Source: an optimization exercise on an open RTL-to-GDS flow (aim: small area, a short achievable clock period and few clock cycles). Production flows keep margins and buffers that such runs may drop. Only simulation tests tie the RTL to the original design; equivalence was not proved. Power and IR drop assume default switching activity.

$ cat design.v
module edge_step(
    input wire signed [24:0] e,
    input wire signed [15:0] a,
    input wire signed [17:0] a3,
    output wire [24:0] s1,
    output wire [24:0] s2,
    output wire [24:0] s3,
    output wire [24:0] s4,
    output wire n1,
    output wire n2,
    output wire n3
);
    wire [17:0] k1 = {{2{a[15]}}, a};
    wire [17:0] k2 = {a[15], a, 1'b0};
    wire [17:0] k3 = a3;
    wire [17:0] k4 = {a, 2'b00};
    wire [8:0] h0 = e[24:16];
    wire [8:0] hm = h0 - 9'd1;
    wire [8:0] hp = h0 + 9'd1;
    wire n0 = e[24];
    wire nm = e[24] | (h0 == 9'd0);         
    wire np = e[24] & (h0 != 9'h1ff);       
    wire [16:0] l1 = {1'b0, e[15:0]} + {1'b0, k1[15:0]};
    wire [16:0] l2 = {1'b0, e[15:0]} + {1'b0, k2[15:0]};
    wire [16:0] l3 = {1'b0, e[15:0]} + {1'b0, k3[15:0]};
    wire [16:0] l4 = {1'b0, e[15:0]} + {1'b0, k4[15:0]};
    assign s1 = {k1[17] ? (l1[16] ? h0 : hm) : (l1[16] ? hp : h0), l1[15:0]};
    assign s2 = {k2[17] ? (l2[16] ? h0 : hm) : (l2[16] ? hp : h0), l2[15:0]};
    assign s3 = {k3[17] ? (l3[16] ? h0 : hm) : (l3[16] ? hp : h0), l3[15:0]};
    assign s4 = {k4[17] ? (l4[16] ? h0 : hm) : (l4[16] ? hp : h0), l4[15:0]};
    assign n1 = k1[17] ? (l1[16] ? n0 : nm) : (l1[16] ? np : n0);
    assign n2 = k2[17] ? (l2[16] ? n0 : nm) : (l2[16] ? np : n0);
    assign n3 = k3[17] ? (l3[16] ? n0 : nm) : (l3[16] ? np : n0);
endmodule
module rasterizer(
        input wire CLK,
        input wire RST,
        input wire START,
        output wire READY,
        input wire [15:0] V0X,
        input wire [15:0] V0Y,
        input wire [15:0] C0,
        input wire [15:0] V1X,
        input wire [15:0] V1Y,
        input wire [15:0] C1,
        input wire [15:0] V2X,
        input wire [15:0] V2Y,
        input wire [15:0] C2,
        output reg [15:0] COLOR,
        output reg [9:0] PX,
        output reg [7:0] PY,
        output reg VALID,
        output reg DONE
);
    reg full, full_d;
    reg [15:0] v0x, v0y, v1x, v1y, v2x, v2y, c0, c1, c2;
    assign READY = !full;
    function [31:0] maxmin3(input [15:0] a, input [15:0] b, input [15:0] c);
        reg gab, gac, gbc;
        begin
            gab = a > b; gac = a > c; gbc = b > c;
            maxmin3[31:16] = gab ? (gac ? a : c) : (gbc ? b : c);
            maxmin3[15:0]  = gab ? (gbc ? c : b) : (gac ? c : a);
        end
    endfunction
    function [3:0] msb9(input [8:0] v);
        msb9 = v[8] ? 4'd8 : v[7] ? 4'd7 : v[6] ? 4'd6 : v[5] ? 4'd5 :
               v[4] ? 4'd4 : v[3] ? 4'd3 : v[2] ? 4'd2 : v[1] ? 4'd1 : 4'd0;
    endfunction
    wire [15:0] xmax_u, xmin_u, ymax_u, ymin_u;
    assign {xmax_u, xmin_u} = maxmin3(v0x, v1x, v2x);
    assign {ymax_u, ymin_u} = maxmin3(v0y, v1y, v2y);
    reg [9:0] bx_xmax, bx_xmin, bx_ymax, bx_ymin;
    wire [8:0] bx_w = bx_xmax[8:0] - bx_xmin[8:0];
    wire [7:0] bx_h = bx_ymax[7:0] - bx_ymin[7:0];
    reg [9:0] bb_xmin;
    reg [7:0] bb_ymin;
    reg [8:0] bb_w;
    reg [7:0] bb_h;
    reg [4:0] bb_d;
    always @(posedge CLK) begin
        bx_xmax <= xmax_u[15:6] + xmax_u[5];
        bx_xmin <= xmin_u[15:6] + xmin_u[5];
        bx_ymax <= ymax_u[15:6] + ymax_u[5];
        bx_ymin <= ymin_u[15:6] + ymin_u[5];
        bb_xmin <= bx_xmin;
        bb_ymin <= bx_ymin[7:0];
        bb_w <= bx_w;
        bb_h <= bx_h;
        bb_d <= msb9(bx_w + 9'd1) + msb9({1'b0, bx_h} + 9'd1);
    end
    localparam S_IDLE = 2'd0, S_MUL = 2'd1, S_WAIT = 2'd2, S_WALK = 2'd3;
    reg [1:0] state;
    reg [2:0] mcnt;         
    wire go = full && full_d;    
    reg [9:0] xmin_i;
    reg [7:0] ymin_i;
    reg [8:0] wbox;
    reg [4:0] dsh;
    reg signed [15:0] A1, A2, A3, B1, B2, B3;
    reg signed [17:0] A1x3, A2x3, A3x3;
    reg [5:0] msel;         
    wire [15:0] vsel = ({16{msel[0]}} & v0x) | ({16{msel[1]}} & v0y) | ({16{msel[2]}} & v1x)
                     | ({16{msel[3]}} & v1y) | ({16{msel[4]}} & v2x) | ({16{msel[5]}} & v2y);
    wire [15:0] cp = ({16{msel[0]}} & v0y) | ({16{msel[1]}} & v1x) | ({16{msel[2]}} & v1y)
                   | ({16{msel[3]}} & v2x) | ({16{msel[4]}} & v2y) | ({16{msel[5]}} & v0x);
    wire [15:0] cq = ({16{msel[0]}} & v1y) | ({16{msel[1]}} & v0x) | ({16{msel[2]}} & v2y)
                   | ({16{msel[3]}} & v1x) | ({16{msel[4]}} & v0y) | ({16{msel[5]}} & v2x);
    wire [15:0] corner = (msel[1] | msel[3] | msel[5]) ? {bb_ymin, 6'd32} : {bb_xmin, 6'd32};
    wire signed [15:0] opa = corner - vsel;
    wire signed [15:0] coef = cp - cq;
    reg signed [15:0] a3sel;
    always @(*) begin
        case (mcnt[2:1])
            2'd0: a3sel = A1;
            2'd1: a3sel = A2;
            default: a3sel = A3;
        endcase
    end
    wire signed [17:0] a3sum = a3sel + (a3sel <<< 1);
    reg signed [15:0] ma, mb;
    reg signed [19:0] q0, q1, q2, q3;
    reg op_v, m1_v, m2_v;
    reg [2:0] op_n, m1_n, m2_n;
    wire signed [4:0] mb0 = {1'b0, mb[3:0]};
    wire signed [4:0] mb1 = {1'b0, mb[7:4]};
    wire signed [4:0] mb2 = {1'b0, mb[11:8]};
    wire signed [3:0] mb3 = mb[15:12];
    always @(posedge CLK) begin
        q0 <= ma * mb0;
        q1 <= ma * mb1;
        q2 <= ma * mb2;
        q3 <= ma * mb3;
    end
    wire [6:0] low6 = q0[5:0] + {q1[1:0], 4'd0};
    wire signed [24:0] t0 = q0 >>> 6;
    wire signed [24:0] t1 = q1 >>> 2;
    wire signed [24:0] t2 = q2 <<< 2;
    wire signed [24:0] t3 = q3 <<< 6;
    wire signed [24:0] t4 = {24'd0, low6[6]};
    reg signed [24:0] pt;                 
    always @(posedge CLK) pt <= t0 + t1 + t2 + t3 + t4;
    reg signed [24:0] e1, e2, e3;         
    reg signed [24:0] r1, r2, r3;         
    reg [8:0] rem;                        
    reg [7:0] rows;                       
    reg seen;                             
    reg [9:0] cx;                         
    reg [7:0] cy;                         
    reg [15:0] k0, k1, k2;                
    wire walking = state == S_WALK;
    wire signed [24:0] rs1 = r1 + (walking ? {{9{B1[15]}}, B1} : pt);
    wire signed [24:0] rs2 = r2 + (walking ? {{9{B2[15]}}, B2} : pt);
    wire signed [24:0] rs3 = r3 + (walking ? {{9{B3[15]}}, B3} : pt);
    wire signed [24:0] e1a, e1b, e1c, e1d, e2a, e2b, e2c, e2d, e3a, e3b, e3c, e3d;
    wire n1a, n1b, n1c, n2a, n2b, n2c, n3a, n3b, n3c;
    edge_step es1(.e(e1), .a(A1), .a3(A1x3), .s1(e1a), .s2(e1b), .s3(e1c), .s4(e1d), .n1(n1a), .n2(n1b), .n3(n1c));
    edge_step es2(.e(e2), .a(A2), .a3(A2x3), .s1(e2a), .s2(e2b), .s3(e2c), .s4(e2d), .n1(n2a), .n2(n2b), .n3(n2c));
    edge_step es3(.e(e3), .a(A3), .a3(A3x3), .s1(e3a), .s2(e3b), .s3(e3c), .s4(e3d), .n1(n3a), .n2(n3b), .n3(n3c));
    wire in0 = (rem > 9'd0) && !e1[24] && !e2[24] && !e3[24];
    wire in1 = (rem > 9'd1) && !n1a && !n2a && !n3a;
    wire in2 = (rem > 9'd2) && !n1b && !n2b && !n3b;
    wire in3 = (rem > 9'd3) && !n1c && !n2c && !n3c;
    wire p0 = in0;
    wire p1 = !in0 & in1;
    wire p2 = !in0 & !in1 & in2;
    wire p3 = !in0 & !in1 & !in2 & in3;
    wire pn = !in0 & !in1 & !in2 & !in3;
    wire v4 = rem > 9'd4;
    wire past = (n1c & (A1[15] | (A1 == 16'sd0))) | (n2c & (A2[15] | (A2 == 16'sd0)))
              | (n3c & (A3[15] | (A3 == 16'sd0)));
    wire leave_row = seen ? !(in0 & in1)
                          : (p0 & !in1) | (p1 & !in2) | (p2 & !in3) | (p3 & !v4) | (pn & (!v4 | past));
    wire emit = walking & (seen ? in0 : !pn);
    wire st1 = walking & !leave_row & p0;
    wire st2 = walking & !leave_row & !seen & p1;
    wire st3 = walking & !leave_row & !seen & p2;
    wire st4 = walking & !leave_row & !seen & (p3 | pn);
    wire acc1 = m2_v & (m2_n[2:1] == 2'd0);
    wire acc2 = m2_v & (m2_n[2:1] == 2'd1);
    wire acc3 = m2_v & (m2_n[2:1] == 2'd2);
    wire strow = walking & leave_row;
    wire [24:0] e1n = ({25{strow | acc1}} & rs1) | ({25{st1}} & e1a) | ({25{st2}} & e1b)
                    | ({25{st3}} & e1c) | ({25{st4}} & e1d);
    wire [24:0] e2n = ({25{strow | acc2}} & rs2) | ({25{st1}} & e2a) | ({25{st2}} & e2b)
                    | ({25{st3}} & e2c) | ({25{st4}} & e2d);
    wire [24:0] e3n = ({25{strow | acc3}} & rs3) | ({25{st1}} & e3a) | ({25{st2}} & e3b)
                    | ({25{st3}} & e3c) | ({25{st4}} & e3d);
    wire last_row = rows == 8'd1;
    wire [9:0] cx1 = cx + 10'd1, cx2 = cx + 10'd2, cx3 = cx + 10'd3, cx4 = cx + 10'd4;
    wire [8:0] rm1 = rem - 9'd1, rm2 = rem - 9'd2, rm3 = rem - 9'd3, rm4 = rem - 9'd4;
    reg pa_v, pa_done;                    
    reg [9:0] pa_x;
    reg [7:0] pa_y;
    reg [15:0] pa_e1, pa_e2, pa_e3;
    reg pb_v, pb_done;                    
    reg [9:0] pb_x;
    reg [7:0] pb_y;
    reg [7:0] w0, w1, w2;
    reg pc_v, pc_done;                    
    reg [9:0] pc_x;
    reg [7:0] pc_y;
    reg [12:0] rp0, rp1, rp2, gp0, gp1, gp2, lp0, lp1, lp2;
    reg pc_al;
    always @(posedge CLK) begin
        if (!full) begin
            v0x <= V0X; v0y <= V0Y; v1x <= V1X; v1y <= V1Y; v2x <= V2X; v2y <= V2Y;
            c0 <= C0; c1 <= C1; c2 <= C2;
        end
        full_d <= full;
        pa_v <= 1'b0;
        pa_done <= 1'b0;
        ma <= opa;
        mb <= coef;
        m1_v <= op_v; m1_n <= op_n;
        m2_v <= m1_v; m2_n <= m1_n;
        op_v <= 1'b0;
        case (state)
            S_IDLE: if (go) begin
                mcnt <= 3'd0;
                msel <= 6'd1;
                state <= S_MUL;
            end
            S_MUL: begin
                if (msel[0]) A1 <= coef;
                if (msel[1]) B1 <= coef;
                if (msel[2]) A2 <= coef;
                if (msel[3]) B2 <= coef;
                if (msel[4]) A3 <= coef;
                if (msel[5]) B3 <= coef;
                case (mcnt)
                    3'd1: A1x3 <= a3sum;
                    3'd3: A2x3 <= a3sum;
                    3'd5: A3x3 <= a3sum;
                    default: ;
                endcase
                if (mcnt == 3'd0) begin
                    xmin_i <= bb_xmin;
                    ymin_i <= bb_ymin;
                    wbox <= bb_w;
                    rows <= bb_h;
                    dsh <= bb_d;
                end
                if (mcnt == 3'd1) begin
                    k0 <= c0; k1 <= c1; k2 <= c2;
                end
                if (mcnt == 3'd1 && bb_h == 8'd0) begin
                    pa_done <= 1'b1;
                    state <= S_IDLE;
                end else begin
                    op_v <= 1'b1;
                    op_n <= mcnt;
                    mcnt <= mcnt + 3'd1;
                    msel <= {msel[4:0], 1'b0};
                    if (mcnt == 3'd5) state <= S_WAIT;
                end
            end
            S_WAIT: if (m2_v && m2_n == 3'd5) begin
                state <= S_WALK;
                rem <= wbox;
                seen <= 1'b0;
                cx <= xmin_i;
                cy <= ymin_i;
            end
            default: begin   
                pa_v <= emit;
                begin
                    pa_x <= ({10{p0}} & cx) | ({10{p1}} & cx1) | ({10{p2}} & cx2) | ({10{p3}} & cx3);
                    pa_y <= cy;
                    pa_e1 <= ({16{p0}} & e1[21:6]) | ({16{p1}} & e1a[21:6]) | ({16{p2}} & e1b[21:6]) | ({16{p3}} & e1c[21:6]);
                    pa_e2 <= ({16{p0}} & e2[21:6]) | ({16{p1}} & e2a[21:6]) | ({16{p2}} & e2b[21:6]) | ({16{p3}} & e2c[21:6]);
                    pa_e3 <= ({16{p0}} & e3[21:6]) | ({16{p1}} & e3a[21:6]) | ({16{p2}} & e3b[21:6]) | ({16{p3}} & e3c[21:6]);
                end
                if (leave_row) begin
                    if (last_row) begin
                        pa_done <= 1'b1;
                        if (go) begin
                            mcnt <= 3'd0;
                            msel <= 6'd1;
                            state <= S_MUL;
                        end else begin
                            state <= S_IDLE;
                        end
                    end
                    rows <= rows - 8'd1;
                    cx <= xmin_i;
                    cy <= cy + 8'd1;
                    rem <= wbox + 9'd1;
                    seen <= 1'b0;
                end else begin
                    if (!pn) seen <= 1'b1;
                    cx <= ({10{st1}} & cx1) | ({10{st2}} & cx2) | ({10{st3}} & cx3) | ({10{st4}} & cx4);
                    rem <= ({9{st1}} & rm1) | ({9{st2}} & rm2) | ({9{st3}} & rm3) | ({9{st4}} & rm4);
                end
            end
        endcase
        if (walking | acc1) e1 <= e1n;
        if (walking | acc2) e2 <= e2n;
        if (walking | acc3) e3 <= e3n;
        if (strow | acc1) r1 <= rs1;
        if (strow | acc2) r2 <= rs2;
        if (strow | acc3) r3 <= rs3;
        if (state == S_MUL && mcnt == 3'd0) begin
            r1 <= 25'sd0; r2 <= 25'sd0; r3 <= 25'sd0;
        end
        if (state == S_MUL && (mcnt == 3'd5 || (mcnt == 3'd1 && bb_h == 8'd0))) full <= 1'b0;
        else if (!full && START) full <= 1'b1;
        if (RST) begin
            full <= 1'b0;
            full_d <= 1'b0;
            state <= S_IDLE;
            op_v <= 1'b0;
            m1_v <= 1'b0;
            m2_v <= 1'b0;
            pa_v <= 1'b0;
            pa_done <= 1'b0;
        end
    end
    function [7:0] wsh(input [15:0] a, input [4:0] d);
        reg [21:0] t;
        begin
            t = {a, 6'd0} >> d;
            wsh = t[7:0];
        end
    endfunction
    wire [4:0] R0 = k0[15:11], G0 = k0[10:6], L0 = k0[5:1];
    wire [4:0] R1 = k1[15:11], G1 = k1[10:6], L1 = k1[5:1];
    wire [4:0] R2 = k2[15:11], G2 = k2[10:6], L2 = k2[5:1];
    wire [9:0] aacc = (k0[0] ? w0 : 8'd0) + (k1[0] ? w1 : 8'd0) + (k2[0] ? w2 : 8'd0);
    wire [14:0] racc = rp0 + rp1 + rp2;
    wire [14:0] gacc = gp0 + gp1 + gp2;
    wire [14:0] lacc = lp0 + lp1 + lp2;
    wire [4:0] rout = (racc[14:11] != 4'd0) ? 5'd31 : racc[10:6];
    wire [4:0] gout = (gacc[14:11] != 4'd0) ? 5'd31 : gacc[10:6];
    wire [4:0] lout = (lacc[14:11] != 4'd0) ? 5'd31 : lacc[10:6];
    always @(posedge CLK) begin
        pb_v <= pa_v;
        pb_done <= pa_done;
        pb_x <= pa_x;
        pb_y <= pa_y;
        w0 <= wsh(pa_e1, dsh);
        w1 <= wsh(pa_e2, dsh);
        w2 <= wsh(pa_e3, dsh);
        pc_v <= pb_v;
        pc_done <= pb_done;
        pc_x <= pb_x;
        pc_y <= pb_y;
        rp0 <= R0 * w0; rp1 <= R1 * w1; rp2 <= R2 * w2;
        gp0 <= G0 * w0; gp1 <= G1 * w1; gp2 <= G2 * w2;
        lp0 <= L0 * w0; lp1 <= L1 * w1; lp2 <= L2 * w2;
        pc_al <= aacc >= 10'd32;
        VALID <= pc_v;
        DONE <= pc_done;
        PX <= pc_x;
        PY <= pc_y;
        COLOR <= {rout, gout, lout, pc_al};
        if (RST) begin
            pb_v <= 1'b0;
            pb_done <= 1'b0;
            pc_v <= 1'b0;
            pc_done <= 1'b0;
            VALID <= 1'b0;
            DONE <= 1'b0;
        end
    end
endmodule
$ cat flow/run.sh
#!/bin/bash
set -euo pipefail
bash standard.sh SETUP_SLACK_MARGIN=7.5 finish > standard.log 2>&1
$ cat standard.sh
#!/bin/bash
# synth_recipe.tcl (not shown) runs the flow's synth.tcl, then flattens the netlist and writes it again
# the make line also repeats each setting of config.mk as NAME=value (left out here)
make -C /OpenROAD-flow-scripts/flow DESIGN_CONFIG=/design/flow/config.mk WORK_HOME=/design/flow/orfs CLKGATE_MAP_FILE= SYNTH_SCRIPT=/design/flow/synth_recipe.tcl "${@:-finish}"
$ cat config.mk
export PLATFORM = sky130hd
export DESIGN_NAME = rasterizer
export DESIGN_NICKNAME = rasterizer
export VERILOG_FILES = /design/flow/design.v
export SDC_FILE = /design/flow/constraint.sdc
export NUM_CORES = 4
export LEC_CHECK = 0
export CAP_MARGIN = 20
export CORE_MARGIN = 2
export CORE_UTILIZATION = 55
export CTS_BUF_LIST = sky130_fd_sc_hd__clkbuf_8
export CTS_CLUSTER_SIZE = 24
export SLEW_MARGIN = 20
$ cat constraint.sdc
create_clock -name core_clock -period 12.0 [get_ports {CLK}]
set_input_delay 2.4000 -clock core_clock [delete_from_list [all_inputs] [get_ports {CLK}]]
set_output_delay 2.4000 -clock core_clock [all_outputs]
set_load 0.01 [all_outputs]
==> impl_results.md, run 1 <==
* Run status: finished clean
* Initial core utilization at 0.552
* H-tree Lvls at 4
* Power Dens Cells at 213 nW/um2
* Startpoint types: flop
* Port Buffer Count at 183
* Main synth FF type: edfxtp_1
* Routed WL at 278 mm
* Die X at 388 um
* CTS buffer count at 191
* Grt met3 use at 0.0816
* Avg WL per Cell at 25.1 um
* Number of flops mapped to enable cells by yosys at 560
* Post-Synth Simple-Gate Area at 0.145
* Clk pwr share at 0.182
* Drt via density at 6.12
* Rows at 141
* RSZ-0062 raised after global routing: true
* CP Class: reg -> reg
* Relative slew margins at 0.179
* First-pass GRT wire length at 406 mm
* Post-synthesis sequential area ratio at 0.334
* CTS tree: yes
* Clk pin slew, worst setup/hold paths at 60 ps
* Detailed Place HPWL at 198 mm
* Setup TNS at 0 ps
* Die height at 388 um
* Clock Sinks at 1075
* Post-synth net total at 10000
* FF-to-FF path depth at 17
* Library cells used by synthesis at 94
* Cell-internal power at 11.5 mW
* Critical path arrival at 5410 ps
* Hold Crit Class: reg -> reg
* Area leader, netlist: edfxtp_1
* Synth top cells by count: nand2_1 (988), ha_1 (854), inv_1 (755)
* Share of layout cells above drive strength 1 at 0.124
* Max incr delay on CP at 520 ps
* Largest net degree at the start of global routing at 60
* P_sw at 8.58 mW
* Met2 Usage GRT at 0.559
* Final slew viol count at 0
* CP Buf/Inv Count at 3
* Max clock buf depth at 3
* Clock root buffer: clkbuf_8
* CP delay by family, top: simple AND/OR/NAND/NOR gates
* Mean Syn Cell Area at 9.45 um2
* Vias in the first global route at 66300
* Clk_skew at 59.6 ps
* Final setup viols at 0
* Area contributors post-synth: edfxtp_1 (21%), ha_1 (13%), dfxtp_1 (13%), fa_1 (9.7%), nand2_1 (4.6%)
* Fin crit period at 4670 ps
* Crit path max fanout at 7
* Post-Synth XOR/XNOR Area at 0.0604
* Die area at 151000 um2
* WHS Path Cells at 0
* Final net count at 10400
* Largest family of logic cells by synthesized area: adder cells
* Yosys warnings at 1
* I/O pin count at 184
* Critical Path RT at 12740 ps
* Critical path depth at 17
* Peak VDD IR at 0.268 mV
* Post-synth ARST share at 0
* GRT Overall Usage at 0.356
* Core area at 147000 um2
* Worst-Skew Late Latency at 950 ps
* Least-Margin Pin Slew at 1230 ps
* Yosys reg bits at 1075
* GR peak layer: met2
* Post-Synth Adder-Cell Area at 0.228
* Routed Antenna Nets at 0
* Initial antenna violation count at 15
* LEAKAGE at 41.2 nW
* Flop pwr share at 0.255
* Net Sw Frac at 0.427
* DRT iter0 DRCs at 6182
* 1st-pass router iterations at 7
* Critical Path, Cell by Cell: ha_2, inv_2, fa_2, nor2b_4, o2111ai_4, o211a_1, o31ai_4, a221o_1, buf_12, mux2_4, and3_4, or4_4, or3_4, buf_12, o2111ai_4, mux2i_1, o221ai_1
* Mapped Cells at 8606
* DR vias at 68000
* Combinational power share at 0.563
* Final period utilization at 0.389
* Post-synth top area share at 0.207
* Area fraction in compound gates after synthesis at 0.163
* Count leader, synth: nand2_1
* GP Congestion at 0.980
* Critical-path top delay cell: or4_4
* Multiplexer area fraction after synthesis at 0.0195
* Fin. Hold Viols at 0
* Cts hold-fix bufs at 0
* Pwr Total at 20.1 mW
* Met1 Use GR at 0.449
* Max-Cap Viols at 0
* Syn-to-layout area delta at 16.4%
* Synthesized area at 81300 um2
* Fmax at 214 MHz
* CP Capture Type: flop
* DRC at 0
* Total gr overflow at 0
[per-layer routing]
layer / vias to the layer above / share of wire
met5: - / 0.00042
met1: 32700 / 0.39
li1: 31200 / -
met2: 3145 / 0.44
met4: 16 / 0.073
met3: 853 / 0.095
[flip-flops by register name, indices dropped and copies added (netlist names), 17 cells and up]
register and count:
r2 25, r1 25, A2x3 17, r3 25, q3 19, e1 25
A3x3 17, q2 20, e3 25, q1 20, pt 25, e2 25
A1x3 17
[placed cells by master, fill, tap and decap left out, types with 375 or more instances in the layout]
master,netlist,routed
dfxtp_1,515,486
nor2_1,443,419
fa_1,394,384
edfxtp_1,560,560
xnor2_1,399,395
a21oi_1,548,463
inv_1,755,793
ha_1,854,844
and2_1,380,375
nand2_1,988,930
[power by group through the flow]
stage	combinational, mW	sequential [mW]	clock, mW
after floorplan	7.94	4.87	0
after global placement	9.98	5.23	0
after detailed placement	10.3	5.24	0
after CTS	10.7	5.13	3.72
after global routing	12.7	5.19	3.88
final	11.3	5.13	3.67
[cell type report]
class                      count  area, um2
clock inverter               135        981
antenna                        8       20.0
tap                         1930       2410
timing repair buffer         503       5370
fill                       12200      52700
clock buffer                 226       3110
multi-input combinational   6461      52600
sequential                  1075      27200
inverter                     760       2870
[through the flow]
| stage | utilization | cell area, um2 | instances | worst slack (ps) | hold WS [ps] |
|---|---|---|---|---|---|
| 2_1_floorplan | - | 81300 | 8606 | 7490 | 310 |
| 3_3_place_gp | 0.578 | 85100 | 10500 | 5750 | 310 |
| 3_5_place_dp | 0.578 | 85100 | 10500 | 5710 | 312 |
| 4_1_cts | 0.624 | 91900 | 11000 | 7360 | 323 |
| 5_1_grt | 0.642 | 94600 | 11100 | 7230 | 330 |
| 6_report | 0.642 | 94600 | 11100 | 7330 | 321 |
[cell families (layout without fill, tap and decap cells)]
group	after synthesis	count (layout)
DFF	1075	1075
other	0	8
adders and majority gates	1248	1248
and+or+nand+nor	2507	2511
AOI/OAI and AO/OA	1990	1991
xor gates and xnor gates	561	561
muxes	150	150
buffers and inverters	1075	1624
[final timing paths]
check                              from  endpoint  slack [ps]
worst min register to register  pb_x[4]   pc_x[4]         320
worst min-delay path            pb_x[4]   pc_x[4]         320
worst max register to register    e3[0]    e3[23]        7330
worst max-delay path              e3[0]    e3[23]        7330
[worst register-to-register path: cells and delay by family, from the launching register on]
family          cells  cell delay (ps)
fa+ha+maj           2              570
simple gates        4             1370
compound gates      6             1380
buf+inv             3              370
mux                 2              410
flops               1              390
[timing repair]
item | 4_1_cts | 5_1_grt
setup endpoints to repair | 364 | 323
hold endpoints to repair | 0 | 0
pin swaps | 80 | 239
resized for setup | 318 | 393
cloned | 15 | 11
buffers inserted | 129 | 89
Testbench counts, summed over its fixed seeds: cycles 25,312.
==> run 2, diff against run 1 <==
--- a/config.mk
+++ b/config.mk
@@ -9,5 +9,4 @@
 export CORE_MARGIN = 2
-export CORE_UTILIZATION = 55
-export CTS_BUF_LIST = sky130_fd_sc_hd__clkbuf_8
-export CTS_CLUSTER_SIZE = 24
+export CORE_UTILIZATION = 40
 export SLEW_MARGIN = 20
+export TNS_END_PERCENT = 10
==> run 2 against run 1 <==
Against the previous run: die area increased by 37%; flip-flop and latch count unchanged; critical path depth increased by 2; first-iteration DRC count decreased by 8.0%; largest power group unchanged; synthesized cell count unchanged; sequential power decreased by 0.8%; maximum frequency increased by 0.54%; via count decreased by 2.2%.
==> impl_results.md, run 2 <==
* Run status: finished clean (unchanged)
* Critical Path RT at 12620 ps (was 12740 ps)
* Clock root buffer: clkbuf_16 (was clkbuf_8)
* Critical path arrival at 5260 ps (was 5410 ps)
* Port Buffer Count at 183 (unchanged)
* Hold Crit Class: reg -> reg (unchanged)
* Fill cell count at 18900 (was 12200)
* Final setup viols at 0 (unchanged)
* Yosys reg bits at 1075 (unchanged)
* Rows at 165 (was 141)
* Post-synth top area share at 0.207 (unchanged)
* H-tree Lvls at 3 (was 4)
* Initial core utilization at 0.402 (was 0.552)
* Synthesized area at 81300 um2 (unchanged)
* WL met1 at 108 mm (was 109 mm)
* Power Dens Cells at 214 nW/um2 (was 213 nW/um2)
* R2R Setup Slk at 7360 ps (was 7330 ps)
* Main synth FF type: edfxtp_1 (unchanged)
* Area contributors post-synth: edfxtp_1 (21%), ha_1 (13%), dfxtp_1 (13%), fa_1 (9.7%), nand2_1 (4.6%) (unchanged)
* Drt via density at 5.71 (was 6.12)
* Post-synthesis sequential area ratio at 0.334 (unchanged)
* GRT Overall Usage at 0.254 (was 0.356)
* Synth top cells by count: nand2_1 (988), ha_1 (854), inv_1 (755) (unchanged)
* DRT iter0 DRCs at 5685 (was 6182)
* Most frequent cells in the layout: nand2_1 (973), ha_1 (838), inv_1 (747) (was nand2_1 (930), ha_1 (844), inv_1 (793))
* Most common cell after layout, fill and taps aside: nand2_1 (unchanged)
* Routed WL at 268 mm (was 278 mm)
* Core area at 202000 um2 (was 147000 um2)
* Reg-to-Reg End: pa_e2[8] (was e3[23])
* Post-synth ARST share at 0 (unchanged)
* Least-Margin Pin Slew at 1220 ps (was 1230 ps)
* Highest metal used: met5 (unchanged)
* Die area at 207000 um2 (was 151000 um2)
* Relative slew margins at 0.173 (was 0.179)
* Peak VDD IR at 0.254 mV (was 0.268 mV)
* Metal2 WL at 127 mm (was 123 mm)
* Fmax at 215 MHz (was 214 MHz)
* Worst-Skew Late Latency at 860 ps (was 950 ps)
* Initial antenna violation count at 19 (was 15)
* Yosys warnings at 1 (unchanged)
* Largest net degree at the start of global routing at 98 (was 60)
* FF-to-FF path depth at 19 (was 17)
* 1st-pass router iterations at 7 (unchanged)
* Mapped Cells at 8606 (unchanged)
* RSZ-0062 raised after global routing: true (unchanged)
* GP Congestion at 0.930 (was 0.980)
* I/O pin count at 184 (unchanged)
* DRC at 0 (unchanged)
* Syn-to-layout area delta at 15.3% (was 16.4%)
* Clk pin slew, worst setup/hold paths at 70 ps (was 60 ps)
* Max-Cap Viols at 0 (unchanged)
* Avg WL per Cell at 23.0 um (was 25.1 um)
* Final net count at 10300 (was 10400)
* Die height at 455 um (was 388 um)
* Vias in the first global route at 66100 (was 66300)
* Final period utilization at 0.387 (was 0.389)
* CP startpoint: A3[0] (was e3[0])
* CP Capture Type: flop (unchanged)
* Share of layout cells above drive strength 1 at 0.0898 (was 0.124)
* Fin crit period at 4640 ps (was 4670 ps)
* First-pass GRT wire length at 402 mm (was 406 mm)
* Area leader, netlist: edfxtp_1 (unchanged)
* Final slew viol count at 0 (unchanged)
* Startpoint types: flop (unchanged)
* Detailed Place HPWL at 195 mm (was 198 mm)
* DR vias at 66500 (was 68000)
* Crit path max fanout at 46 (was 7)
* Clock Sinks at 1075 (unchanged)
* Die X at 455 um (was 388 um)
* CTS tree: yes (unchanged)
* Fin. Hold Viols at 0 (unchanged)
* Post-synth net total at 10000 (unchanged)
* Multi-input logic area at 51500 um2 (was 52600 um2)
* Worst Hold Path EP: PY[0] (was pc_x[4])
* Number of flops mapped to enable cells by yosys at 560 (unchanged)
* Reg area at 27200 um2 (about the same)
* RR Startpoint: A3[0] (was e3[0])
* Worst Min Path Start: pc_y[0] (was pb_x[4])
* Pwr Total at 20.0 mW (was 20.1 mW)
* Clk_skew at 103 ps (was 59.6 ps)
* Max clock buf depth at 3 (unchanged)
* CTS buffer count at 121 (was 191)
* WHS Path Cells at 0 (unchanged)
* Setup TNS at 0 ps (unchanged)
* Mean Syn Cell Area at 9.45 um2 (unchanged)
* Count leader, synth: nand2_1 (unchanged)
* Routed Antenna Nets at 0 (unchanged)
* Cts hold-fix bufs at 0 (unchanged)
* Total gr overflow at 0 (unchanged)
* Metal3 WL at 18.2 mm (was 26.6 mm)
* Library cells used by synthesis at 94 (unchanged)
* LEAKAGE at 40.4 nW (was 41.2 nW)
* CP Class: reg -> reg (unchanged)
==> run 2: cell counts after synthesis <==
No cell type changed its count.
==> run 2: how the worst max path moves through the flow <==
stage / endpoint / slack [ps] / cells after the start
3_5_place_dp: msel[4] / 5550 / 14
6_report: pa_e2[8] / 7360 / 19
4_1_cts: q0[19] / 7290 / 20
2_1_floorplan: q3[17] / 7170 / 23
5_1_grt: q0[19] / 7270 / 20
3_3_place_gp: cy[3] / 5640 / 14
==> run 2: stage by stage <==
stage / instance area, um2 / hold slack, ps / worst slack, ps / utilization / std cells
floorplan: 81300 / 310 / 7170 / - / 8606
global placement: 86200 / 312 / 5640 / 0.426 / 11200
detailed placement: 86200 / 312 / 5550 / 0.426 / 11200
CTS: 92400 / 327 / 7290 / 0.457 / 11600
global route: 93700 / 328 / 7270 / 0.464 / 11600
finish: 93700 / 325 / 7360 / 0.464 / 11600
==> run 2: where the power goes <==
group | internal (mW) | switching, mW
Combinational | 4.81 | 6.15
Clock | 2.27 | 1.71
Sequential | 4.59 | 0.497
Total | 11.7 | 8.36
==> run 2: cell type report <==
cell class                      instances  share of cell area
Multi-Input combinational cell       6458               0.550
Sequential cell                      1075               0.290
Timing Repair Buffer                  447              0.0478
Clock buffer                          163              0.0377
Tap cell                             2672              0.0357
Inverter                              760              0.0307
Clock inverter                         69             0.00841
Antenna cell                            4            0.000107
==> run 2: cells by family (layout without fill, tap and decap cells) <==
group,Yosys count,in the layout,synth area share
AO/OA/AOI/OAI,1990,1991,0.163
buffers and inverters,1075,1439,0.0502
flip-flops,1075,1075,0.334
adder cells (fa/ha/maj),1248,1248,0.228
AND/OR/NAND/NOR,2507,2508,0.145
multiplexers,150,150,0.0195
other,0,4,0
XOR/XNOR,561,561,0.0604
==> run 2: what timing repair did <==
item / CTS / global route
hold endpoints to repair: 0 / 0
pin swaps: 53 / 88
buffers inserted: 76 / 79
gates cloned: 11 / 2
gates resized for setup: 232 / 190
endpoints found under the setup margin: 343 / 374
==> run 2: critical path: stages, from the launching register on <==
cell,delay [ps]
edfxtp_1,380
ha_2,210
inv_2,50
fa_2,370
nor2b_4,160
o2111ai_2,130
o211a_1,180
o31ai_4,300
a221o_1,240
buf_12,140
mux2_4,320
buf_4,160
nand3_4,100
buf_12,140
buf_16,190
nand2_8,90
buf_4,150
nor3_2,120
buf_6,510
a221o_1,410
==> run 2: metal layers <==
layer | track usage | vias to the layer above
met1 | 0.314 | 32500
met3 | 0.0404 | 641
met5 | 0 | -
met4 | 0.117 | 2
li1 | - | 30900
met2 | 0.433 | 2459
==> run 3, diff against run 2 <==
--- a/config.mk
+++ b/config.mk
@@ -11,2 +11 @@
 export SLEW_MARGIN = 20
-export TNS_END_PERCENT = 10
==> run 3 against run 2 <==
Against the previous run: non-clock buffer count up 82; register-to-register slack better by 20 ps; maximum frequency up 0.49%; combinational power about the same; via count up 1.2%; area after synthesis unchanged; die area unchanged; global-route usage about the same; hold slack worse by 7.0 ps.
==> impl_results.md, run 3 <==
* Net Sw Frac at 0.415 (was 0.417)
* Total gr overflow at 0 (unchanged)
* Crit path max fanout at 7 (was 46)
* Largest net degree at the start of global routing at 67 (was 98)
* DRT iter0 DRCs at 5984 (was 5685)
* Least-Margin Pin Slew at 1180 ps (was 1220 ps)
* RSZ-0062 raised after global routing: true (unchanged)
* Routed Antenna Nets at 0 (unchanged)
* Flop pwr share at 0.249 (was 0.254)
* Fin. Hold Viols at 0 (unchanged)
* Die area at 207000 um2 (unchanged)
* R2R Setup Slk at 7380 ps (was 7360 ps)
* Worst Hold Path EP: m2_n[0] (was PY[0])
* Startpoint types: flop (unchanged)
* Initial antenna violation count at 22 (was 19)
* Rows at 165 (unchanged)
* I/O pin count at 184 (unchanged)
* Final slew viol count at 0 (unchanged)
* Detailed Place HPWL at 193 mm (was 195 mm)
* Max clock buf depth at 3 (unchanged)
* GR peak layer: met2 (unchanged)
* Clk pwr share at 0.204 (was 0.199)
* Most common cell after layout, fill and taps aside: nand2_1 (unchanged)
* Syn-to-layout area delta at 17.5% (was 15.3%)
* Cell-internal power at 12.0 mW (was 11.7 mW)
* Post-synthesis sequential area ratio at 0.334 (unchanged)
* DR vias at 67300 (was 66500)
* Clock root buffer: clkbuf_16 (unchanged)
* CP startpoint: ma[2] (was A3[0])
* Met2 Usage GRT at 0.431 (was 0.433)
* Yosys warnings at 1 (unchanged)
* Max incr delay on CP at 530 ps (was 510 ps)
* Yosys reg bits at 1075 (unchanged)
* Port Buffer Count at 183 (unchanged)
* Final net count at 10400 (was 10300)
* Avg WL per Cell at 23.0 um (about the same)
* Mean Syn Cell Area at 9.45 um2 (unchanged)
* Die height at 455 um (unchanged)
* Critical path arrival at 5340 ps (was 5260 ps)
* Share of layout cells above drive strength 1 at 0.106 (was 0.0898)
* Met1 Use GR at 0.311 (was 0.314)
* Placed cell areas at 86200 um2 (about the same)
* Clk pin slew, worst setup/hold paths at 60 ps (was 70 ps)
* LEAKAGE at 41.1 nW (was 40.4 nW)
* CTS tree: yes (unchanged)
* CP Capture Type: flop (unchanged)
* Hold Crit Class: reg -> reg (unchanged)
* 1st-pass router iterations at 7 (unchanged)
* H-tree Lvls at 4 (was 3)
* Reg-to-Reg End: q3[17] (was pa_e2[8])
* First-pass GRT wire length at 403 mm (was 402 mm)
* Clk_skew at 42.2 ps (was 103 ps)
* GRT Overall Usage at 0.254 (about the same)
* Library cells used by synthesis at 94 (unchanged)
* DRC at 0 (unchanged)
* Critical-path top delay cell: fa_1 (was buf_6)
* Final instance area at 95500 um2 (was 93700 um2)
* P_sw at 8.50 mW (was 8.36 mW)
* Critical Path RT at 12720 ps (was 12620 ps)
* Most frequent cells in the layout: nand2_1 (967), ha_1 (838), inv_1 (747) (was nand2_1 (973), ha_1 (838), inv_1 (747))
* Core area at 202000 um2 (unchanged)
* Fin crit period at 4620 ps (was 4640 ps)
* CP delay by family, top: adder cells (was buffers and inverters)
* Setup TNS at 0 ps (unchanged)
* Fill cell count at 18800 (was 18900)
* Final period utilization at 0.385 (was 0.387)
* Reg area at 27200 um2 (about the same)
* Max-Cap Viols at 0 (unchanged)
* Power Dens Cells at 215 nW/um2 (was 214 nW/um2)
* FF-to-FF path depth at 21 (was 19)
* WHS at 318 ps (was 325 ps)
* CP Class: reg -> reg (unchanged)
* Count leader, synth: nand2_1 (unchanged)
* Clock Sinks at 1075 (unchanged)
* Routed WL at 270 mm (was 268 mm)
* Grt met3 use at 0.0460 (was 0.0404)
* WHS Path Cells at 0 (unchanged)
* Main synth FF type: edfxtp_1 (unchanged)
* Finished Layout Cells at 11800 (was 11600)
* CTS buffer count at 132 (was 121)
* Fmax at 216 MHz (was 215 MHz)
* Drt via density at 5.73 (was 5.71)
* Synth top cells by count: nand2_1 (988), ha_1 (854), inv_1 (755) (unchanged)
* Die X at 455 um (unchanged)
* Worst-Skew Late Latency at 830 ps (was 860 ps)
* Relative slew margins at 0.213 (was 0.173)
* Cell mode on critical path: o21ai_1
* Synthesized area at 81300 um2 (unchanged)
* Multi-input logic area at 52000 um2 (was 51500 um2)
* CP Buf/Inv Count at 3 (was 7)
* RR Startpoint: ma[2] (was A3[0])
* Area contributors post-synth: edfxtp_1 (21%), ha_1 (13%), dfxtp_1 (13%), fa_1 (9.7%), nand2_1 (4.6%) (unchanged)
* Mapped Cells at 8606 (unchanged)
* # placed instances at 11300 (was 11200)
* Worst Min Path Start: m1_n[0] (was pc_y[0])
* GP Congestion at 0.955 (was 0.930)
* Area leader, netlist: edfxtp_1 (unchanged)
* Final setup viols at 0 (unchanged)
* Post-synth net total at 10000 (unchanged)
* Post-synth ARST share at 0 (unchanged)
* Vias in the first global route at 67100 (was 66100)
* Number of flops mapped to enable cells by yosys at 560 (unchanged)
* Run status: finished clean (unchanged)
* Combinational power share at 0.547 (about the same)
* Post-synth top area share at 0.207 (unchanged)
* Initial core utilization at 0.402 (unchanged)
* Peak VDD IR at 0.258 mV (was 0.254 mV)
* Critical Path, Cell by Cell: and2_4, fa_1, inv_1, fa_1, fa_2, inv_2, ha_4, inv_2, fa_2, nor2b_1, o21ai_1, a21boi_1, o21ai_1, a21boi_1, o21ai_1, a21boi_1, o21ai_1, a21boi_1, o21ai_1, a211o_1, o211ai_1 (was ha_2, inv_2, fa_2, nor2b_4, o2111ai_2, o211a_1, o31ai_4, a221o_1, buf_12, mux2_4, buf_4, nand3_4, buf_12, buf_16, nand2_8, buf_4, nor3_2, buf_6, a221o_1)
[run 3: changes by cell type in the layout (fill, tap and decap cells not counted), sizes merged]
cell	delta
bufinv	-2
clkdlybuf4s50	-1
nand3	+1
dlygate4sd2	+1
clkinvlp	+3
buf	+76
clkbuf	+28
clkinv	-7
bufbuf	-2
inv	-1
or3	+1
nor3	+1
diode	+4
[run 3: cell families (layout without fill, tap and decap cells)]
group | after synthesis | in the layout | share of synthesized area
flip-flops | 1075 | 1075 | 0.334
other | 0 | 8 | 0
AND/OR/NAND/NOR | 2507 | 2511 | 0.145
buffers and inverters | 1075 | 1534 | 0.0502
multiplexers | 150 | 150 | 0.0195
XOR/XNOR | 561 | 561 | 0.0604
AO/OA/AOI/OAI | 1990 | 1991 | 0.163
adder cells (fa/ha/maj) | 1248 | 1248 | 0.228
[run 3: routing by layer]
layer	part of all wire	up-vias
met5	0.00017	-
met1	0.40	32700
met4	0.055	6
li1	-	31100
met2	0.47	2680
met3	0.075	790
[run 3: metrics by stage]
stage / setup WS [ps] / util / total power, mW
2_1_floorplan: 7490 / - / 12.8
3_3_place_gp: 5080 / 0.426 / 15.1
3_5_place_dp: 5000 / 0.427 / 15.4
4_1_cts: 7360 / 0.462 / 20.1
5_1_grt: 7230 / 0.472 / 22.2
6_report: 7380 / 0.472 / 20.5
[run 3: what timing repair did]
| action | CTS | global route |
|---|---|---|
| setup endpoints to repair | 358 | 282 |
| setup buffers | 121 | 106 |
| resized for setup | 318 | 255 |
| pin swaps | 70 | 105 |
| hold buffers | 0 | 0 |
| gates cloned | 12 | 8 |
[run 3: worst max-delay path by stage]
stage | end | slack, ps | cells past startpoint
after detailed placement | e3[23] | 5000 | 17
after global placement | e3[23] | 5080 | 17
after floorplan | e1[20] | 7490 | 19
after global routing | q3[17] | 7230 | 21
after CTS | q3[9] | 7360 | 25
final | q3[17] | 7380 | 21
[run 3: worst register-to-register path, delay by kind of cell, from the launching register on]
family	cells	cell delay, ps
DFF	1	380
buffers and inverters	3	170
and+or+nand+nor	2	300
adders and majority gates	5	1990
AOI/OAI and AO/OA	11	1700
[run 3: cell type report]
| type | instances | share of cell area |
|---|---|---|
| Clock buffer | 183 | 0.0406 |
| Antenna cell | 8 | 0.000210 |
| Multi-Input combinational cell | 6461 | 0.545 |
| Timing Repair Buffer | 529 | 0.0575 |
| Clock inverter | 62 | 0.00697 |
| Inverter | 760 | 0.0301 |
| Tap cell | 2672 | 0.0350 |
| Sequential cell | 1075 | 0.285 |
[run 3: power by group through the flow]
stage	logic (mW)	clock network [mW]	registers [mW]
floorplan	7.94	0	4.87
global placement	9.94	0	5.19
detailed placement	10.2	0	5.20
CTS	10.8	4.26	5.10
global route	12.6	4.41	5.17
finish	11.2	4.19	5.10
==> run 4, diff against run 3 <==
==> flow/run.sh (replaced) <==
#!/bin/bash
set -euo pipefail
bash standard.sh SETUP_SLACK_MARGIN=7 finish > standard.log 2>&1
==> run 4 against run 3 <==
Against the previous run: via count shrank 1.7%; clock power grew 4%; clock-buffer cell count shrank 12; clock skew grew 10 ps; setup slack lost 310 ps; critical path depth shrank 6; still clean; critical path type unchanged; global-route usage shrank 0.15 points; utilization shrank 1.5 points; highest routed layer unchanged.
==> impl_results.md, run 4 <==
* Run status: finished clean (unchanged)
* Mapped Cells at 8606 (unchanged)
* Routed WL at 266 mm (was 270 mm)
* I/O pin count at 184 (unchanged)
* Port Buffer Count at 183 (unchanged)
* CP Class: reg -> reg (unchanged)
* Initial core utilization at 0.402 (unchanged)
* Relative slew margins at 0.215 (was 0.213)
* Post-synth top area share at 0.207 (unchanged)
* Setup TNS at 0 ps (unchanged)
* Clock root buffer: clkbuf_16 (unchanged)
* Mean Syn Cell Area at 9.45 um2 (unchanged)
* Die height at 455 um (unchanged)
* Max-Cap Viols at 0 (unchanged)
* P_sw at 8.23 mW (was 8.50 mW)
* Pwr Total at 19.9 mW (was 20.5 mW)
* Critical path arrival at 5470 ps (was 5340 ps)
* Final net count at 10200 (was 10400)
* CTS buffer count at 132 (unchanged)
* Library cells used by synthesis at 94 (unchanged)
* Final period utilization at 0.411 (was 0.385)
* Number of flops mapped to enable cells by yosys at 560 (unchanged)
* Core area at 202000 um2 (unchanged)
* Max clock buf depth at 3 (unchanged)
* LEAKAGE at 39.9 nW (was 41.1 nW)
* Critical Path, Cell by Cell: ha_1, a211oi_1, o21ai_1, o2111ai_2, nand4b_1, and2_4, a2111oi_4, a31o_2, a31oi_2, o21a_1, buf_6, or3_1, a21oi_2, a21boi_4, buf_4 (was and2_4, fa_1, inv_1, fa_1, fa_2, inv_2, ha_4, inv_2, fa_2, nor2b_1, o21ai_1, a21boi_1, o21ai_1, a21boi_1, o21ai_1, a21boi_1, o21ai_1, a21boi_1, o21ai_1, a211o_1, o211ai_1)
* H-tree Lvls at 4 (unchanged)
* GP Congestion at 0.957 (was 0.955)
* Crit path max fanout at 18 (was 7)
* Most common cell after layout, fill and taps aside: nand2_1 (unchanged)
* Post-synth ARST share at 0 (unchanged)
* Hold Crit Class: reg -> reg (unchanged)
* Area leader, netlist: edfxtp_1 (unchanged)
* Post-synthesis sequential area ratio at 0.334 (unchanged)
* Peak VDD IR at 0.207 mV (was 0.258 mV)
* Cell-internal power at 11.7 mW (was 12.0 mW)
* CTS tree: yes (unchanged)
* Least-Margin Pin Slew at 1170 ps (was 1180 ps)
* Avg WL per Cell at 23.0 um (about the same)
* Clk pwr share at 0.219 (was 0.204)
* Clock Sinks at 1075 (unchanged)
* Rows at 165 (unchanged)
* Die area at 207000 um2 (unchanged)
* Yosys reg bits at 1075 (unchanged)
* Most frequent cells in the layout: nand2_1 (977), ha_1 (853), inv_1 (753) (was nand2_1 (967), ha_1 (838), inv_1 (747))
* Largest net degree at the start of global routing at 70 (was 67)
* Syn-to-layout area delta at 13.9% (was 17.5%)
* Power Dens Cells at 215 nW/um2 (about the same)
* Initial antenna violation count at 17 (was 22)
* Area contributors post-synth: edfxtp_1 (21%), ha_1 (13%), dfxtp_1 (13%), fa_1 (9.7%), nand2_1 (4.6%) (unchanged)
* DR vias at 66100 (was 67300)
* Critical-path top delay cell: edfxtp_1 (was fa_1)
* DRT iter0 DRCs at 5731 (was 5984)
* Flop pwr share at 0.256 (was 0.249)
* GRT Overall Usage at 0.252 (was 0.254)
* RSZ-0062 raised after global routing: true (unchanged)
* Yosys warnings at 1 (unchanged)
* Max incr delay on CP at 490 ps (was 530 ps)
* Reg area at 27200 um2 (about the same)
* Post-synth net total at 10000 (unchanged)
* Fin. Hold Viols at 0 (unchanged)
* Vias in the first global route at 65800 (was 67100)
* CP Capture Type: flop (unchanged)
* Cts hold-fix bufs at 0 (unchanged)
* Synthesized area at 81300 um2 (unchanged)
* Die X at 455 um (unchanged)
* Startpoint types: flop (unchanged)
* Critical Path RT at 12540 ps (was 12720 ps)
* Multi-input logic area at 50900 um2 (was 52000 um2)
* 1st-pass router iterations at 6 (was 7)
* Final setup viols at 0 (unchanged)
* Combinational power share at 0.525 (was 0.547)
* Synth top cells by count: nand2_1 (988), ha_1 (854), inv_1 (755) (unchanged)
* Share of layout cells above drive strength 1 at 0.0675 (was 0.106)
* Clk pin slew, worst setup/hold paths at 60 ps (about the same)
* Routed Antenna Nets at 0 (unchanged)
* Drt via density at 5.72 (was 5.73)
* Fin crit period at 4930 ps (was 4620 ps)
* Net Sw Frac at 0.413 (was 0.415)
* Count leader, synth: nand2_1 (unchanged)
* Fill cell count at 19100 (was 18800)
* Main synth FF type: edfxtp_1 (unchanged)
* Fmax at 203 MHz (was 216 MHz)
* Detailed Place HPWL at 195 mm (was 193 mm)
* First-pass GRT wire length at 399 mm (was 403 mm)
* Final slew viol count at 0 (unchanged)
* Worst-Skew Late Latency at 840 ps (was 830 ps)
* Total gr overflow at 0 (unchanged)
* Clk_skew at 52.4 ps (was 42.2 ps)
* DRC at 0 (unchanged)
-- run 4: kinds of logic after synthesis --
logic type	synth area share
compound gates	0.163
mux	0.0195
flops	0.334
buf+inv	0.0502
simple gates	0.145
fa+ha+maj	0.228
xor+xnor	0.0604
-- run 4: timing repair --
action | in CTS | in global routing
resized for setup | 131 | 94
gates cloned | 7 | 3
pin swaps | 18 | 22
setup endpoints to repair | 294 | 166
buffers inserted | 27 | 28
hold endpoints to repair | 0 | 0
-- run 4: metal layers --
metal  GRT usage  share of wire  vias to the layer above
met2       0.432           0.48                     2536
met1       0.310           0.40                    32300
met4       0.113          0.051                        4
li1            -              -                    30700
met3      0.0428          0.069                      626
met5           0       0.000087                        -
-- run 4: power groups by stage --
stage	Clock [mW]	Sequential [mW]	Combinational (mW)
2_1_floorplan	0	4.87	7.94
3_3_place_gp	0	5.18	10.0
3_5_place_dp	0	5.19	10.3
4_1_cts	4.44	5.12	10.4
5_1_grt	4.59	5.17	11.9
6_report	4.35	5.11	10.5
-- run 4: final timing paths --
path	startpoint	to	slack, ps	cells after the start
setup / recovery	e1[2]	msel[2]	7070	15
hold reg to reg	pc_y[1]	PY[1]	320	0
hold / removal	pc_y[1]	PY[1]	320	0
setup reg to reg	e1[2]	msel[2]	7070	15
-- run 4: area by class of cell --
| class | instances | area share |
|---|---|---|
| clock buffers | 171 | 0.0394 |
| well taps | 2672 | 0.0361 |
| inverters | 760 | 0.0311 |
| flip-flops and latches | 1075 | 0.293 |
| clock inverters | 75 | 0.0117 |
| diodes | 6 | 0.000162 |
| multi-input cells | 6459 | 0.550 |
| repair buffers | 346 | 0.0378 |
-- run 4: through the flow --
stage | cells | setup slack [ps] | hold slack (ps) | cell area (um2) | util
2_1_floorplan | 8606 | 6890 | 310 | 81300 | -
3_3_place_gp | 11200 | 5390 | 311 | 86200 | 0.426
3_5_place_dp | 11200 | 5180 | 312 | 86200 | 0.426
4_1_cts | 11500 | 6950 | 318 | 91900 | 0.455
5_1_grt | 11600 | 6930 | 323 | 92500 | 0.458
6_report | 11600 | 7070 | 321 | 92600 | 0.458
-- run 4: critical path: cells and delay by family, from the launching register on --
| family | cells | cell delay (ps) |
|---|---|---|
| DFF | 1 | 490 |
| adders and majority gates | 1 | 340 |
| AOI/OAI and AO/OA | 9 | 2410 |
| buffers and inverters | 2 | 380 |
| and+or+nand+nor | 3 | 1020 |

separate check: timing with driven ports:
In the flow no input, the clock included, has a driving cell. The finished layouts below were timed again as built, in two steps.
Step 1 assumes that a clkbuf_16 drives the clock port and a buf_2 every other input.
Step 2 moves the port delays by t, midway between the first and last clock arrival at a register: inputs arrive t later, outputs are due t later. That takes back most of the time a late clock gives input paths.
Slacks: no drivers / after step 1 / after step 2; pairs: no drivers / after step 1.
| run | t, ns | slack for setup (ns) | slew at the worst register clock pin (ns) | worst slew at a driven data input, ns | pins driven straight from the clock port |
|---|---|---|---|---|---|
| run 1 | 1.003 | 7.333 / 7.333 / 7.333 | 0.07 / 0.07 | 0.10 | 1 |
| run 2 | 0.896 | 7.358 / 7.358 / 7.358 | 0.08 / 0.08 | 0.07 | 1 |
| run 3 | 0.897 | 7.380 / 7.380 / 7.380 | 0.07 / 0.07 | 0.08 | 1 |
| run 4 | 0.897 | 7.069 / 7.069 / 7.069 | 0.07 / 0.07 | 0.07 | 1 |
After both steps every run listed still meets setup and hold.
